Background: an optimization exercise with open tools, aiming at small area. Do not read the settings as production practice. In this exercise RTL edits were held to simulation tests only and were not proved equivalent to the original. Power is estimated from default activity; no workload was simulated.

### design/flow/design.v
module Decoder(Selector, WriAdd, WriEn, Reset, Clock);
input [4:0] WriAdd;
input WriEn, Reset, Clock;
output [31:0] Selector;
reg       En;
reg [4:0] Add;
always @(posedge Clock)
begin
	En  <= WriEn;
	Add <= WriAdd;
end
wire [7:0] Hi = ({7'b0, En} << Add[4:2]) | {8{Reset}};
wire [3:0] Lo = ({3'b0, 1'b1} << Add[1:0]) | {4{Reset}};
OneHot Oh (Hi, Lo, Selector);
endmodule
module OneHot(Hi, Lo, Sel);
input [7:0] Hi;
input [3:0] Lo;
output [31:0] Sel;
genvar j, k;
generate
for (j = 0; j < 8; j = j + 1) begin : g_hi
	for (k = 0; k < 4; k = k + 1) begin : g_lo
		wire n;
		Nand2 a (Hi[j], Lo[k], n);
		Inv d (n, Sel[4*j + k]);
	end
end
endgenerate
endmodule
module Nand2(A, B, Y);
input A, B;
output Y;
assign Y = ~(A & B);
endmodule
module Inv(A, Y);
input A;
output Y;
assign Y = ~A;
endmodule
module CompArchReg(R, DataI, Clock, EnWri);
input Clock, EnWri;
input [31:0] DataI;
output reg [31:0] R;
always @(posedge Clock)
	if (EnWri)
		R <= DataI;
endmodule
module Multiplex(Rn, ReadAdd, Output, Clock);
input [1023:0] Rn;
input [4:0] ReadAdd;
input Clock;
output reg [31:0] Output;
wire [7:0] Hi = {7'b0, 1'b1} << ReadAdd[4:2];
wire [3:0] Lo = {3'b0, 1'b1} << ReadAdd[1:0];
wire [31:0] Sel;
wire [31:0] Out;
OneHot Oh (Hi, Lo, Sel);
genvar b, i;
generate
for (b = 0; b < 32; b = b + 1) begin : g_bit
	wire [31:0] col;
	for (i = 0; i < 32; i = i + 1) begin : g_col
		assign col[i] = Rn[32*i + b];
	end
	MuxBit mb (col, Sel, Out[b]);
end
endgenerate
always @(posedge Clock)
	Output <= Out;
endmodule
module MuxBit(Dn, Sel, O);
input [31:0] Dn, Sel;
output O;
wire [10:0] n;
wire [2:0] m;
genvar g;
generate
for (g = 0; g < 10; g = g + 1) begin : g_grp
	AndOr3 ao (Dn[3*g +: 3], Sel[3*g +: 3], n[g]);
end
endgenerate
AndOr2 ao10 (Dn[31:30], Sel[31:30], n[10]);
Nand4 c0 (n[3:0], m[0]);
Nand4 c1 (n[7:4], m[1]);
Nand3 c2 (n[10:8], m[2]);
Nor3 c3 (m, O);
endmodule
module AndOr3(D, S, N);
input [2:0] D, S;
output N;
assign N = ~(D[0] & S[0] | D[1] & S[1] | D[2] & S[2]);
endmodule
module AndOr2(D, S, N);
input [1:0] D, S;
output N;
assign N = ~(D[0] & S[0] | D[1] & S[1]);
endmodule
module Nand4(A, Y);
input [3:0] A;
output Y;
assign Y = ~&A;
endmodule
module Nand3(A, Y);
input [2:0] A;
output Y;
assign Y = ~&A;
endmodule
module Nor3(A, Y);
input [2:0] A;
output Y;
assign Y = ~|A;
endmodule
module Register(Clock, Reset, EnWri, WriAdd, DataI, ReadA, ReadB, DataA, DataB);
input Clock, Reset, EnWri;
input [31:0] DataI;
input [4:0] WriAdd, ReadA, ReadB;
output [31:0] DataA, DataB;
wire [31:0] Selector;
wire [1023:0] Rn;
Decoder Dec (Selector, WriAdd, EnWri, Reset, Clock);
wire ResetN = ~Reset;
wire [31:0] DataN;
Nand2Vec Wd (DataI, ResetN, DataN);
genvar i;
generate
for (i = 0; i < 32; i = i + 1) begin : g_reg
	CompArchReg Reg (Rn[32*i +: 32], DataN, Clock, Selector[i]);
end
endgenerate
Multiplex MulA (Rn, ReadA, DataA, Clock);
Multiplex MulB (Rn, ReadB, DataB, Clock);
endmodule
module Nand2Vec(A, B, Y);
input [31:0] A;
input B;
output [31:0] Y;
assign Y = ~(A & {32{B}});
endmodule
### design/flow/flow/run.sh
#!/bin/bash
# Standard ORFS layout, changed in three places:
#  - synthesis buffers are removed at floorplan and port buffers are the
#    smallest buffer;
#  - after global placement, flow/size.tcl sizes the gates to their loads
#    (instead of leaving it all to repair_design's buffering);
#  - clock tree synthesis uses clkbuf_8 with larger sink clusters and no
#    dummy loads.
set -euo pipefail
export REMOVE_ABC_BUFFERS=1
export BUFFER_PORTS_ARGS="-buffer_cell sky130_fd_sc_hd__buf_1"
export CTS_ARGS="-sink_clustering_enable -repair_clock_nets -dont_use_dummy_load -buf_list {sky130_fd_sc_hd__clkbuf_8} -sink_clustering_size 18 -sink_clustering_max_diameter 60"
export RESULTS=$PWD/orfs/results/sky130hd/Register/base
bash standard.sh $RESULTS/3_3_place_gp.odb > standard_place.log 2>&1
openroad -no_init -exit flow/size.tcl > size.log 2>&1
bash standard.sh > standard_finish.log 2>&1
### design/flow/flow/size.tcl
# Gate sizing after global placement: every combinational cell to the
# smallest of its family, then drivers up until their nets' slew is in range.
set P $::env(FLOW_HOME)/platforms/sky130hd
set R $::env(RESULTS)
read_liberty $P/lib/sky130_fd_sc_hd__tt_025C_1v80.lib
read_db $R/3_3_place_gp.odb
read_sdc $R/2_floorplan.sdc
source $P/setRC.tcl
source [file dirname [info script]]/size_lib.tcl
estimate_parasitics -placement
report_design_area
size_pass 1.1
report_design_area
estimate_parasitics -placement
report_check_types -max_slew -max_capacitance -violators
write_db $R/3_3_place_gp.odb
### design/flow/flow/size_lib.tcl
# Resize combinational cells: first everything to the smallest cell of its
# family, then drivers up only as far as their nets' slew needs.
proc size_pass {target} {
  set lib [lindex [get_libs *] 0]
  set fam [dict create]
  foreach lc [get_lib_cells */*] {
    set n [get_name $lc]
    if {[regexp {^(sky130_fd_sc_hd__[a-z0-9]+)_([0-9]+)$} $n -> base sz]} {
      if {[string match "*lpflow*" $n] || [string match "*probe*" $n]} continue
      dict lappend fam $base [list $n [get_property $lc area] $sz]
    }
  }
  foreach base [dict keys $fam] {
    dict set fam $base [lsort -real -index 1 [lsort -integer -decreasing -index 2 [dict get $fam $base]]]
  }
  set insts {}
  foreach c [get_cells *] {
    set ref [get_property $c ref_name]
    if {![regexp {^(sky130_fd_sc_hd__[a-z0-9]+)_([0-9]+)$} $ref -> base sz]} continue
    if {[regexp {^sky130_fd_sc_hd__(df|edf|sdf|dl|tap|fill|decap|conb|clkbuf|clkinv)} $ref]} continue
    lappend insts [list $c $base]
  }
  set down 0
  foreach ib $insts {
    lassign $ib c base
    set small [lindex [dict get $fam $base] 0 0]
    if {[get_property $c ref_name] ne $small} { replace_cell $c $small; incr down }
  }
  puts "downsized $down"
  for {set pass 0} {$pass < 3} {incr pass} {
    set up 0
    foreach ib $insts {
      lassign $ib c base
      set outs [get_pins -of_objects $c -filter "direction == output"]
      if {[llength $outs] == 0} continue
      set opts [dict get $fam $base]
      set ref [get_property $c ref_name]
      set i 0
      foreach o $opts { if {[lindex $o 0] eq $ref} break; incr i }
      while 1 {
        set worst 0
        foreach o $outs {
          set net [get_nets -of_objects $o]
          foreach p [get_pins -of_objects $net] {
            set s [get_property $p slew_max]
            if {$s > $worst} { set worst $s }
          }
        }
        if {$worst <= $target || $i >= [llength $opts] - 1} break
        incr i
        replace_cell $c [lindex $opts $i 0]
        incr up
      }
    }
    puts "pass $pass upsized $up"
    if {$up == 0} break
  }
}
### design/flow/standard.sh
#!/bin/bash
# synth_recipe.tcl (not shown) runs the flow's synth.tcl, then flattens the netlist and writes it again
# the make line also repeats each setting of config.mk as NAME=value (left out here)
make -C /OpenROAD-flow-scripts/flow DESIGN_CONFIG=/design/flow/config.mk WORK_HOME=/design/flow/orfs CLKGATE_MAP_FILE= SYNTH_SCRIPT=/design/flow/synth_recipe.tcl "${@:-finish}"
### design/flow/config.mk
export PLATFORM = sky130hd
export DESIGN_NAME = Register
export DESIGN_NICKNAME = Register
export VERILOG_FILES = /design/flow/design.v
export SDC_FILE = /design/flow/constraint.sdc
export NUM_CORES = 4
export LEC_CHECK = 0
export CAP_MARGIN = 10
export CORE_MARGIN = 2
export CORE_UTILIZATION = 45
export GPL_TIMING_DRIVEN = 0
export SLEW_MARGIN = 10
export SYNTH_HIERARCHICAL = 1
### design/flow/constraint.sdc
create_clock -name core_clock -period 5.0 [get_ports {Clock}]
set_input_delay 1.0000 -clock core_clock [delete_from_list [all_inputs] [get_ports {Clock}]]
set_output_delay 1.0000 -clock core_clock [all_outputs]
set_load 0.01 [all_outputs]
==> notes.md <==
* Leading cell types by total area after synthesis: edfxtp_1, a222oi_1, dfxtp_1
* Worst reg2reg startpoint: Dec.Add[1]$_DFF_P_
* Unrepaired setup endpoints after global routing: no
* Seq/Total Area, Yosys at 76.0%
* Vias in the first global route at 29056
* FMAX at 0.330 GHz
* Port-buffer cells at 113
* Synthesized instance count at 2324
* Crit Path Class: input port to register
* CP max-delay cell: nor3_1
* GP Congestion at 0.884
* # rows at 112
* Top FF cell, synth: edfxtp_1
* CTS Root Cell: clkbuf_8
* Hold_sp: WriAdd[1]
* Status: no timing/DRC/antenna violations
* Clk pin slew, worst setup/hold paths at 0.11 ns
* Max-cap violations at 0
* Antenna violations before repair at 10
* Share of the synthesized area in the top cell type at 72.7%
* Hold Crit Class: input port to register
* Remaining Overflow, GRT at 0
* Relative slew slack at 18.6%
* DRC violations left at 0
* Min Clock Period, post-route at 3.03 ns
* Cell with the most instances after synthesis: edfxtp_1
* Setup violations, final at 0
* Leakage at 13.9 nW
* Worst Setup Start Kind: input port
* Chip Height at 311 um
* CTS tree: done
* Routed wire per std cell at 40.1 um
* DRT iter0 DRCs at 7896
* Post-cts sizing count at 0
* Full die area at 0.0965 mm^2
* Global-route wire length before repair at 207000 um
* Slew @ Worst Pin at 1.22 ns
* Power Dens Cells at 373 mW/mm^2
* Critical path origin: ReadB[3]
* DRT antenna net count at 0
* Post-route core utilization at 48.1%
* Gr usage total at 30.2%
* Max clock buf depth at 3
* CORE AREA at 0.0932 mm^2
* Leading cell types by count after synthesis: edfxtp_1, a222oi_1, nand2_1, nand4_1, inv_1
* Fin nets at 2566
* Worst slack at placement at 1.47 ns
* H-Tree Depth at 3
* Clock Sinks at 1094
* Worst Skew at 0.0844 ns
* Largest net degree at the start of global routing at 33
* Critical Path End Type: register
* Final Hold Fails at 0
* Io pins at 114
* Syn-to-layout area delta at 5.88%
* Synthesized area at 0.0423 mm^2
* Initial Utilization at 45.4%
* Slowest stage delay, CP at 0.65 ns
* Required time of the critical path at 5.53 ns
* Fin. max-slew vios at 0
* Post-synth EDFFs at 1024
* Post-synth ARST share at 0%
* Arrival time worst endpoint at 3.55 ns
* Post-CTS Hold Fix Bufs at 0
* Dpl hpwl at 76900 um
* Final Cycle Share at 60.5%
* Horiz. Die Dim at 311 um
* Cell taking the most area after synthesis: edfxtp_1
* Cell chain of the critical path: buf_1 -> and3b_1 -> nand2_1 -> inv_2 -> a222oi_1 -> nand4_1 -> nor3_1
* CTS buffer count at 81
* Area of the multi-input gates at 0.00909 mm^2
* Postcts setup bufs at 0
* Synth Register Bits at 1094
* Max IR drop VDD at 204 uV
* Fillers at 7754
* DRT Pass-1 Iters at 13
* Sequential standard cell area at 0.0322 mm^2
* Setup ws final at 1.97 ns
* Drt via density at 7.78
* Worst-skew pair later-pin latency at 0.78 ns
* Number of distinct library cells after synthesis at 26
* Proportion of layout cells with a drive suffix above 1 at 7.44%
* Synth Warn # at 9
* Via count at 29381
* Crit-path max FO at 32
* Tot Pwr at 16.7 mW
* Post-Syn Area per Cell at 18.2 um^2
* TNS Setup at 0 ns
* Final WL at 152000 um
-- kinds of logic after synthesis --
| logic type | after synthesis | synth area share [%] |
|---|---|---|
| DFF | 1094 | 76.0 |
| and+or+nand+nor | 410 | 5.75 |
| AOI/OAI and AO/OA | 716 | 17.3 |
| buffers and inverters | 104 | 0.979 |
-- final timing paths --
check / endpoint / slack, ns / cells past startpoint
worst max register to register: g_reg[22].Reg.R[21]$_DFFE_PP_ / 2.59 / 4
worst min register to register: MulB.Output[4]$_DFF_P_ / 0.54 / 3
worst min-delay path: Dec.Add[1]$_DFF_P_ / 0.33 / 1
worst max-delay path: MulB.Output[21]$_DFF_P_ / 1.97 / 7
-- placed cells by master, fill, tap and decap left out, drive strengths merged --
master,count
edfxtp,1024
a222oi,640
nand4,128
nand2,128
buf,113
inv,100
clkbuf,81
dfxtp,70
nor3,66
a22oi,64
nand3,64
diode,10
and3b,6
nor3b,6
nor2b,5
a31o,4
a21o,3
a41o,3
nor2,3
o21bai,2
and3,2
and2,2
-- report_power, final --
group,switching (mW),total [mW],internal [mW]
clock network,2.77,4.22,1.45
logic,1.14,1.39,0.257
registers,0.296,11.1,10.8
total,4.20,16.7,12.5
-- stage by stage --
stage / hold slack [ns] / cells / cell area [um^2]
final: 0.334 / 3778 / 44800
after global routing: 0.329 / 3771 / 44800
after CTS: 0.330 / 3768 / 44800
after detailed placement: 0.574 / 3687 / 43700
after global placement: 0.570 / 3687 / 44300
after floorplan: 0.543 / 2320 / 42300
-- routing by layer --
metal	track usage, %	share of wire, %
met1	38.5	34
met2	46.8	45
met3	8.64	15
met4	16.0	5.5
met5	0.198	0.067
-- Yosys stat by module, one instance, submodules excluded, a selection --
module,cells inside,cell area (um^2),flip-flops and latches
AndOr2,1,12.5,0
AndOr3,1,10.0,0
Inv,1,3.75,0
Nand2Vec,35,154,0
Nand3,1,5.00,0
Nand4,1,6.26,0
Register,1,3.75,0
-- final cells by class --
type	instances	area share (%)
antenna	10	0.0559
clock buffer	81	2.49
inverter	100	0.950
multi-input combinational	1126	20.3
sequential	1094	71.8
tap	1254	3.50
timing repair buffer	113	0.947
-- flip-flops by register name (all words and copies together), names as in the netlist --
register     cells
Dec.Add          5
Dec.En           1
MulA.Output     32
MulB.Output     32
g.Reg.R       1024
-- worst max-delay path: cells and delay by family --
family                 cells  cell delay (ns)
buffers and inverters      2             0.66
AO/OA/AOI/OAI              1             0.56
AND/OR/NAND/NOR            4             1.31

==> port drivers added, routing unchanged <==
The flow's constraints put no driver on any port. The routed layout listed below was extracted and timed again, unchanged, in two steps.
Step 1 assumes that a clkbuf_16 drives the clock port and a buf_2 every other input.
Step 2, shift: input delay + t, output delay - t, t = (earliest + latest rising clock arrival at the registers) / 2. This alone moves slack from input paths to output paths.
a / b / c = ideal ports / drivers / drivers and shift; a / b = the first two.
t, ns: 0.811
setup WS [ns]: 1.974 / 1.988 / 1.177
latest minus earliest clock arrival (ns): 0.085 / 0.085
cell pins on the clock port's net: 1
After both steps setup and hold are still met in this run. For this run, drivers alone change the setup slack by +0.014 ns; drivers and shift together by -0.797 ns.
